This is an optimization exercise on Yosys and OpenROAD, whose aim is small area, not a production implementation. Where RTL was checked, it was by simulation tests only, not by an equivalence proof against the original. Power figures rest on the tool's default switching activity, not on a simulated workload.

// WaveGenerator
module WaveGenerator #(N = 32, M = 16)(
  input clk,
  input rst,
  input chirp_reverse,             
  input [7:0] chirp_delay,         
  input [N-1:0] chirp_min_ctrl,    
  input [N-1:0] chirp_max_ctrl,    
  input [N-1:0] chirp_inc_rate,    
  input [N-1:0] chirp_div_rate,    
  output [M-1:0] waveform          
);
==> flow/config.mk <==
export PLATFORM = sky130hd
export DESIGN_NAME = WaveGenerator
export DESIGN_NICKNAME = WaveGenerator
export VERILOG_FILES = /design/flow/design.v
export SDC_FILE = /design/flow/constraint.sdc
export NUM_CORES = 4
export LEC_CHECK = 0
export CAP_MARGIN = 20
export CORE_MARGIN = 2
export CORE_UTILIZATION = 40
export CTS_BUF_LIST = sky130_fd_sc_hd__clkbuf_4 sky130_fd_sc_hd__clkbuf_8
export SLEW_MARGIN = 20
==> flow/constraint.sdc <==
create_clock -name core_clock -period 6.0 [get_ports {clk}]
set_input_delay 1.2000 -clock core_clock [delete_from_list [all_inputs] [get_ports {clk}]]
set_output_delay 1.2000 -clock core_clock [all_outputs]
set_load 0.01 [all_outputs]
standard.sh (not shown) runs the stock make flow with config.mk's settings and CLKGATE_MAP_FILE= SYNTH_SCRIPT=/design/flow/synth_recipe.tcl, a recipe that flattens the netlist after the stock synthesis.
==> flow/flow/run.sh <==
#!/bin/bash
# Standard ORFS layout, with these changes:
#  - synthesis maps logic with an area-oriented ABC script (flow/abc.script)
#    and leaves adders as plain logic (no full/half-adder cells); registers
#    are the standard synthesis's (same passes up to mapping, same names)
#  - ports are buffered with the smallest buffer
set -u
W=$(pwd)
export MY_ABC_SCRIPT=$W/flow/abc.script
export MY_NO_FA=1
bash standard.sh SYNTH_SCRIPT=$W/flow/my_synth.tcl \
  BUFFER_PORTS_ARGS="-buffer_cell sky130_fd_sc_hd__buf_1" \
  CTS_ARGS="-sink_clustering_enable -repair_clock_nets -dont_use_dummy_load -buf_list sky130_fd_sc_hd__clkbuf_8" finish > standard.log 2>&1
==> flow/flow/abc.script <==
strash
ifraig
dch
map -D 5000
topo
upsize -c
dnsize -c
topo
stime -c
==> flow/flow/my_synth.tcl <==
proc synth {args} { yosys synth -nofsm -noshare {*}$args }
if { [info exists ::env(MY_ABC_SCRIPT)] && $::env(MY_ABC_SCRIPT) ne "" } {
  proc abc {args} {
    set i [lsearch -exact $args -script]
    if { $i >= 0 } { set args [lreplace $args $i [expr {$i + 1}] -script $::env(MY_ABC_SCRIPT)] }
    set i [lsearch -exact $args -D]
    if { $i >= 0 && [info exists ::env(MY_ABC_D)] } { set args [lreplace $args $i [expr {$i + 1}] -D $::env(MY_ABC_D)] }
    puts "my abc: $args"
    if { [info exists ::env(MY_ABC_KEEP_SCRIPT)] && [info exists ::env(SYNTH_KEEP_MODULES)] } {
      set kargs $args
      set i [lsearch -exact $kargs -script]
      set kargs [lreplace $kargs $i [expr {$i + 1}] -script $::env(MY_ABC_KEEP_SCRIPT)]
      foreach m $::env(SYNTH_KEEP_MODULES) {
        yosys abc {*}$kargs $m
      }
      yosys abc {*}$args $::env(DESIGN_NAME)
    } else {
      yosys abc {*}$args
    }
  }
}
if { [info exists ::env(MY_NO_FA)] && $::env(MY_NO_FA) eq "1" } {
  proc extract_fa {args} { puts "extract_fa skipped" }
}
source $::env(SCRIPTS_DIR)/synth.tcl
# left out here: clear keep_hierarchy, flatten, clean up, hide names made inside functions, write 1_2_yosys.v
Next try:
--- a/flow/design.v
+++ b/flow/design.v
@@ -1,9 +1,9 @@
-module NCO #(N = 32, B = 8)(
+module NCO #(N = 32, B = 4)(
   input clk,
   input rst,                  
   input [N-1:0] ctrl,         
   output reg [15:0] sin_out   
 );
 function automatic [N-1:0] add;
   input [N-1:0] a, b;
   integer i, k;
@@ -109,17 +109,17 @@
     6'h3B : sin_lut_val = 16'h7F09;
     6'h3C : sin_lut_val = 16'h7F61;
     6'h3D : sin_lut_val = 16'h7FA6;
     6'h3E : sin_lut_val = 16'h7FD8;
     6'h3F : sin_lut_val = 16'h7FF5;
   endcase
 end
 endmodule
-module Chirp #(N = 32, B = 8)(
+module Chirp #(N = 32, B = 4)(
   input clk,
   input rst,
   input [7:0] delay,           
   input reverse,               
   input [N-1:0] min_ctrl,      
   input [N-1:0] max_ctrl,      
   input [N-1:0] inc_rate,      
   input [N-1:0] div_rate,      
What happened: The changed run reached the layout checks and failed them: negative setup slack. Total power grows by 0.31%. Critical path depth shrinks by 8. Utilization grows by 2.0 points. Wire length grows by about 0.45%. Setup slack degrades by 0.45 ns. Design area grows by about 3.5%. Worst hold slack degrades by 0.0055 ns. Maximum frequency shrinks by about 7%. Final cell count grows by about 1.2%. Register-to-register slack degrades by 0.28 ns. Global-route usage grows by 0.11 points. Die area shrinks by 1.3%.
Only the layout flow was run in the second run of this note; the RTL was not checked for function there.

* * *

== main ==
The RTL this note starts from:
==> flow/design.v <==
module NCO #(N = 32, B = 8)(
  input clk,
  input rst,                  
  input [N-1:0] ctrl,         
  output reg [15:0] sin_out   
);
function automatic [N-1:0] add;
  input [N-1:0] a, b;
  integer i, k;
  reg c, G, P;
  reg [N-1:0] g, p;
  begin
    g = a & b;
    p = a ^ b;
    c = 1'b0;
    for (k = 0; k < N; k = k + B) begin
      G = 1'b0; P = 1'b1;
      for (i = k; i < k + B; i = i + 1) begin
        G = g[i] | (p[i] & G);
        P = P & p[i];
      end
      for (i = k; i < k + B; i = i + 1) begin
        add[i] = p[i] ^ c;
        c = g[i] | (p[i] & c);
      end
      c = G | (P & c);
    end
  end
endfunction
reg [N-1:0] phase;
reg [7:0] ph1, ph2;
always @(posedge clk) begin
  if (rst)
    phase <= {N{1'b0}};
  else
    phase <= add(phase, ctrl);
  ph1 <= phase[N-1:N-8];
  ph2 <= ph1;
end
wire [6:0] sin_lut_sel = ph2[6] ? (7'd64 - {1'b0, ph2[5:0]}) : {1'b0, ph2[5:0]};
reg [14:0] sin_lut_val;
always @(*) begin
  case(sin_lut_sel)
    7'd0 : sin_lut_val = 15'h0000;
    7'd1 : sin_lut_val = 15'h0324;
    7'd2 : sin_lut_val = 15'h0648;
    7'd3 : sin_lut_val = 15'h096A;
    7'd4 : sin_lut_val = 15'h0C8C;
    7'd5 : sin_lut_val = 15'h0FAB;
    7'd6 : sin_lut_val = 15'h12C8;
    7'd7 : sin_lut_val = 15'h15E2;
    7'd8 : sin_lut_val = 15'h18F9;
    7'd9 : sin_lut_val = 15'h1C0B;
    7'd10 : sin_lut_val = 15'h1F1A;
    7'd11 : sin_lut_val = 15'h2223;
    7'd12 : sin_lut_val = 15'h2528;
    7'd13 : sin_lut_val = 15'h2826;
    7'd14 : sin_lut_val = 15'h2B1F;
    7'd15 : sin_lut_val = 15'h2E11;
    7'd16 : sin_lut_val = 15'h30FB;
    7'd17 : sin_lut_val = 15'h33DF;
    7'd18 : sin_lut_val = 15'h36BA;
    7'd19 : sin_lut_val = 15'h398C;
    7'd20 : sin_lut_val = 15'h3C56;
    7'd21 : sin_lut_val = 15'h3F17;
    7'd22 : sin_lut_val = 15'h41CE;
    7'd23 : sin_lut_val = 15'h447A;
    7'd24 : sin_lut_val = 15'h471C;
    7'd25 : sin_lut_val = 15'h49B4;
    7'd26 : sin_lut_val = 15'h4C3F;
    7'd27 : sin_lut_val = 15'h4EBF;
    7'd28 : sin_lut_val = 15'h5133;
    7'd29 : sin_lut_val = 15'h539B;
    7'd30 : sin_lut_val = 15'h55F5;
    7'd31 : sin_lut_val = 15'h5842;
    7'd32 : sin_lut_val = 15'h5A82;
    7'd33 : sin_lut_val = 15'h5CB3;
    7'd34 : sin_lut_val = 15'h5ED7;
    7'd35 : sin_lut_val = 15'h60EB;
    7'd36 : sin_lut_val = 15'h62F1;
    7'd37 : sin_lut_val = 15'h64E8;
    7'd38 : sin_lut_val = 15'h66CF;
    7'd39 : sin_lut_val = 15'h68A6;
    7'd40 : sin_lut_val = 15'h6A6D;
    7'd41 : sin_lut_val = 15'h6C23;
    7'd42 : sin_lut_val = 15'h6DC9;
    7'd43 : sin_lut_val = 15'h6F5E;
    7'd44 : sin_lut_val = 15'h70E2;
    7'd45 : sin_lut_val = 15'h7254;
    7'd46 : sin_lut_val = 15'h73B5;
    7'd47 : sin_lut_val = 15'h7504;
    7'd48 : sin_lut_val = 15'h7641;
    7'd49 : sin_lut_val = 15'h776B;
    7'd50 : sin_lut_val = 15'h7884;
    7'd51 : sin_lut_val = 15'h7989;
    7'd52 : sin_lut_val = 15'h7A7C;
    7'd53 : sin_lut_val = 15'h7B5C;
    7'd54 : sin_lut_val = 15'h7C29;
    7'd55 : sin_lut_val = 15'h7CE3;
    7'd56 : sin_lut_val = 15'h7D89;
    7'd57 : sin_lut_val = 15'h7E1D;
    7'd58 : sin_lut_val = 15'h7E9C;
    7'd59 : sin_lut_val = 15'h7F09;
    7'd60 : sin_lut_val = 15'h7F61;
    7'd61 : sin_lut_val = 15'h7FA6;
    7'd62 : sin_lut_val = 15'h7FD8;
    7'd63 : sin_lut_val = 15'h7FF5;
    7'd64 : sin_lut_val = 15'h7FFF;
    default : sin_lut_val = 15'h0000;
  endcase
  sin_out = ph2[7] ? -{1'b0, sin_lut_val} : {1'b0, sin_lut_val};
end
endmodule
module Chirp #(N = 32, B = 8)(
  input clk,
  input rst,
  input [7:0] delay,           
  input reverse,               
  input [N-1:0] min_ctrl,      
  input [N-1:0] max_ctrl,      
  input [N-1:0] inc_rate,      
  input [N-1:0] div_rate,      
  output reg nco_reset,        
  output reg [N-1:0] nco_ctrl  
);
function automatic ge;
  input [N-1:0] a, b;
  integer i, k;
  reg c, G, T;
  begin
    c = 1'b1;
    for (k = 0; k < N; k = k + B) begin
      G = 1'b0; T = 1'b1;
      for (i = k; i < k + B; i = i + 1) begin
        G = (a[i] & ~b[i]) | ((a[i] | ~b[i]) & G);
        T = T & (a[i] | ~b[i]);
      end
      c = G | (T & c);
    end
    ge = c;
  end
endfunction
function automatic [N-1:0] add;
  input [N-1:0] a, b;
  input ci;
  integer i, k;
  reg c, G, P;
  reg [N-1:0] g, p;
  begin
    g = a & b;
    p = a ^ b;
    c = ci;
    for (k = 0; k < N; k = k + B) begin
      G = 1'b0; P = 1'b1;
      for (i = k; i < k + B; i = i + 1) begin
        G = g[i] | (p[i] & G);
        P = P & p[i];
      end
      for (i = k; i < k + B; i = i + 1) begin
        add[i] = p[i] ^ c;
        c = g[i] | (p[i] & c);
      end
      c = G | (P & c);
    end
  end
endfunction
function automatic [N-1:0] add_cs;
  input [N-1:0] a, b;
  input ci;
  integer i;
  reg c, c0, c1;
  reg [N-1:0] g, p;
  begin
    g = a & b;
    p = a ^ b;
    c = ci;
    for (i = 0; i < N/2; i = i + 1) begin
      add_cs[i] = p[i] ^ c;
      c = g[i] | (p[i] & c);
    end
    c0 = 1'b0; c1 = 1'b1;
    for (i = N/2; i < N; i = i + 1) begin
      add_cs[i] = p[i] ^ (c ? c1 : c0);
      c0 = g[i] | (p[i] & c0);
      c1 = g[i] | (p[i] & c1);
    end
  end
endfunction
function automatic [N-1:0] dec;
  input [N-1:0] a;
  integer i, k;
  reg c, P;
  begin
    c = 1'b1;
    for (k = 0; k < N; k = k + B) begin
      P = ~|a[k +: B];
      for (i = k; i < k + B; i = i + 1) begin
        dec[i] = a[i] ^ c;
        c = c & ~a[i];
      end
      c = P & c;
    end
  end
endfunction
wire [N-1:0] stt_ctrl = reverse ? max_ctrl : min_ctrl;
wire end_flag = reverse ? ge(min_ctrl, nco_ctrl) : ge(nco_ctrl, max_ctrl);
reg [N-1:0] rate_count_n;     
reg [7:0] delay_count;
wire step = ge(~div_rate, rate_count_n);
wire [N-1:0] nco_step = add_cs(nco_ctrl, inc_rate ^ {N{reverse}}, reverse);
always @(posedge clk) begin
  if (rst) begin
    rate_count_n <= {N{1'b1}};
    delay_count <= 8'b0;
    nco_reset <= 1'b1;
    nco_ctrl <= {N{1'b0}};
  end else begin
    if (end_flag) begin
      nco_ctrl <= stt_ctrl;
      rate_count_n <= dec(rate_count_n);
    end else if (step) begin
      nco_ctrl <= nco_step;
      rate_count_n <= {N{1'b1}};
    end else
      rate_count_n <= dec(rate_count_n);
    if (end_flag) begin
      if (delay_count >= delay)
        delay_count <= 8'b0;
      else
        delay_count <= delay_count + 1'b1;
    end
    nco_reset <= |delay_count;
  end
end
endmodule
module WaveGenerator #(N = 32, M = 16)(
  input clk,
  input rst,
  input chirp_reverse,             
  input [7:0] chirp_delay,         
  input [N-1:0] chirp_min_ctrl,    
  input [N-1:0] chirp_max_ctrl,    
  input [N-1:0] chirp_inc_rate,    
  input [N-1:0] chirp_div_rate,    
  output [M-1:0] waveform          
);
wire chirp_nco_reset;
wire [N-1:0] chirp_nco_ctrl;
NCO #(.N(N)) NCO0 (
  .clk     ( clk             ),
  .rst     ( chirp_nco_reset ),
  .ctrl    ( chirp_nco_ctrl  ),
  .sin_out ( waveform        )
);
Chirp #(.N(N)) Chirp0 (
  .clk       ( clk             ),
  .rst       ( rst             ),
  .delay     ( chirp_delay     ),
  .reverse   ( chirp_reverse   ),
  .min_ctrl  ( chirp_min_ctrl  ),
  .max_ctrl  ( chirp_max_ctrl  ),
  .inc_rate  ( chirp_inc_rate  ),
  .div_rate  ( chirp_div_rate  ),
  .nco_reset ( chirp_nco_reset ),
  .nco_ctrl  ( chirp_nco_ctrl  )
);
endmodule
clock: 6.0 ns
lec_check: 0
cap_margin: 20
core_margin: 2
core_utilization: 40
cts_buf_list: sky130_fd_sc_hd__clkbuf_4 sky130_fd_sc_hd__clkbuf_8
slew_margin: 20
==> flow/flow/run.sh <==
#!/bin/bash
# Standard ORFS layout, with these changes:
#  - synthesis maps logic with an area-oriented ABC script (flow/abc.script)
#    and leaves adders as plain logic (no full/half-adder cells); registers
#    are the standard synthesis's (same passes up to mapping, same names)
#  - ports are buffered with the smallest buffer
set -u
W=$(pwd)
export MY_ABC_SCRIPT=$W/flow/abc.script
export MY_NO_FA=1
bash standard.sh SYNTH_SCRIPT=$W/flow/my_synth.tcl \
  BUFFER_PORTS_ARGS="-buffer_cell sky130_fd_sc_hd__buf_1" finish > standard.log 2>&1
==> flow/flow/abc.script <==
strash
ifraig
dch
map -D 5000
topo
stime -c
==> flow/flow/my_synth.tcl <==
proc synth {args} { yosys synth -nofsm -noshare {*}$args }
if { [info exists ::env(MY_ABC_SCRIPT)] && $::env(MY_ABC_SCRIPT) ne "" } {
  proc abc {args} {
    set i [lsearch -exact $args -script]
    if { $i >= 0 } { set args [lreplace $args $i [expr {$i + 1}] -script $::env(MY_ABC_SCRIPT)] }
    set i [lsearch -exact $args -D]
    if { $i >= 0 && [info exists ::env(MY_ABC_D)] } { set args [lreplace $args $i [expr {$i + 1}] -D $::env(MY_ABC_D)] }
    puts "my abc: $args"
    yosys abc {*}$args
  }
}
if { [info exists ::env(MY_NO_FA)] && $::env(MY_NO_FA) eq "1" } {
  proc extract_fa {args} { puts "extract_fa skipped" }
}
source $::env(SCRIPTS_DIR)/synth.tcl
# left out here: clear keep_hierarchy, flatten, clean up, hide names made inside functions, write 1_2_yosys.v
To summarise main: no stage aborted, but the layout did not pass its checks, failing on setup timing.
[inputs] the feature branch vs main
--- a/flow/design.v
+++ b/flow/design.v
@@ -162,32 +162,10 @@
       end
       c = G | (P & c);
     end
   end
 endfunction
-function automatic [N-1:0] add_cs;
-  input [N-1:0] a, b;
-  input ci;
-  integer i;
-  reg c, c0, c1;
-  reg [N-1:0] g, p;
-  begin
-    g = a & b;
-    p = a ^ b;
-    c = ci;
-    for (i = 0; i < N/2; i = i + 1) begin
-      add_cs[i] = p[i] ^ c;
-      c = g[i] | (p[i] & c);
-    end
-    c0 = 1'b0; c1 = 1'b1;
-    for (i = N/2; i < N; i = i + 1) begin
-      add_cs[i] = p[i] ^ (c ? c1 : c0);
-      c0 = g[i] | (p[i] & c0);
-      c1 = g[i] | (p[i] & c1);
-    end
-  end
-endfunction
 function automatic [N-1:0] dec;
   input [N-1:0] a;
   integer i, k;
   reg c, P;
   begin
@@ -205,11 +183,11 @@
 wire [N-1:0] stt_ctrl = reverse ? max_ctrl : min_ctrl;
 wire end_flag = reverse ? ge(min_ctrl, nco_ctrl) : ge(nco_ctrl, max_ctrl);
 reg [N-1:0] rate_count_n;     
 reg [7:0] delay_count;
 wire step = ge(~div_rate, rate_count_n);
-wire [N-1:0] nco_step = add_cs(nco_ctrl, inc_rate ^ {N{reverse}}, reverse);
+wire [N-1:0] nco_step = add(nco_ctrl, inc_rate ^ {N{reverse}}, reverse);
 always @(posedge clk) begin
   if (rst) begin
     rate_count_n <= {N{1'b1}};
     delay_count <= 8'b0;
     nco_reset <= 1'b1;
## What came out
No crash in the feature branch: every stage finished, but the layout fails its final checks due to setup timing. main → the feature branch: arrival time at the worst endpoint increased by 0.03 ns relative to the old numbers, final critical delay including setup and external delays increased by 0.0075 ns relative to the old numbers. Share of the synthesized netlist area taken by xor and xnor gates (the feature branch over main): increase, 0.38 points. On filler cell count: between the feature branch and main, it ends up higher for main. Re area of all placed cells without fillers: main was lower than the feature branch.
No run of this note included a check of the RTL's function; only the layout flow was run.

==> what the ideal ports hide <==
No port has a modelled driver above. Below, the same layouts with a new extraction and two added sets of constraints.
Step 1 sets driving cells, clkbuf_16 on the clock port and buf_2 on the other inputs (assumed; they add their load-dependent delay and slew).
Step 2 times the ports against the registers' clock, not the clock port: input delays grow and output delays shrink by t, the midpoint of the rising clock arrivals with the driver on.
Three values: ideal, step 1, step 2; two values: the first two.
run | t, ns | setup slack, ns | hold slack, ns | worst setup path after step 2 | worst slew at a driven data input, ns
the first run of note 1 | 0.469 | 0.416 / 0.366 / -0.103 | 0.323 / 0.323 / 0.323 | input to register | 0.12
the second run of note 1 | 0.464 | -0.032 / -0.077 / -0.541 | 0.317 / 0.317 / 0.317 | input to register | 0.12
main | 0.484 | -0.763 / -0.788 / -1.272 | 0.326 / 0.326 / 0.326 | input to register | 0.09
the feature branch | 0.491 | -0.770 / -0.767 / -1.258 | 0.329 / 0.329 / 0.329 | input to register | 0.09
With both steps, setup timing fails in the first run of note 1, where it was met with ideal ports. The setup slack of the first run of note 1, which loses most, moves by -0.050 ns with the drivers and by -0.519 ns with both steps.
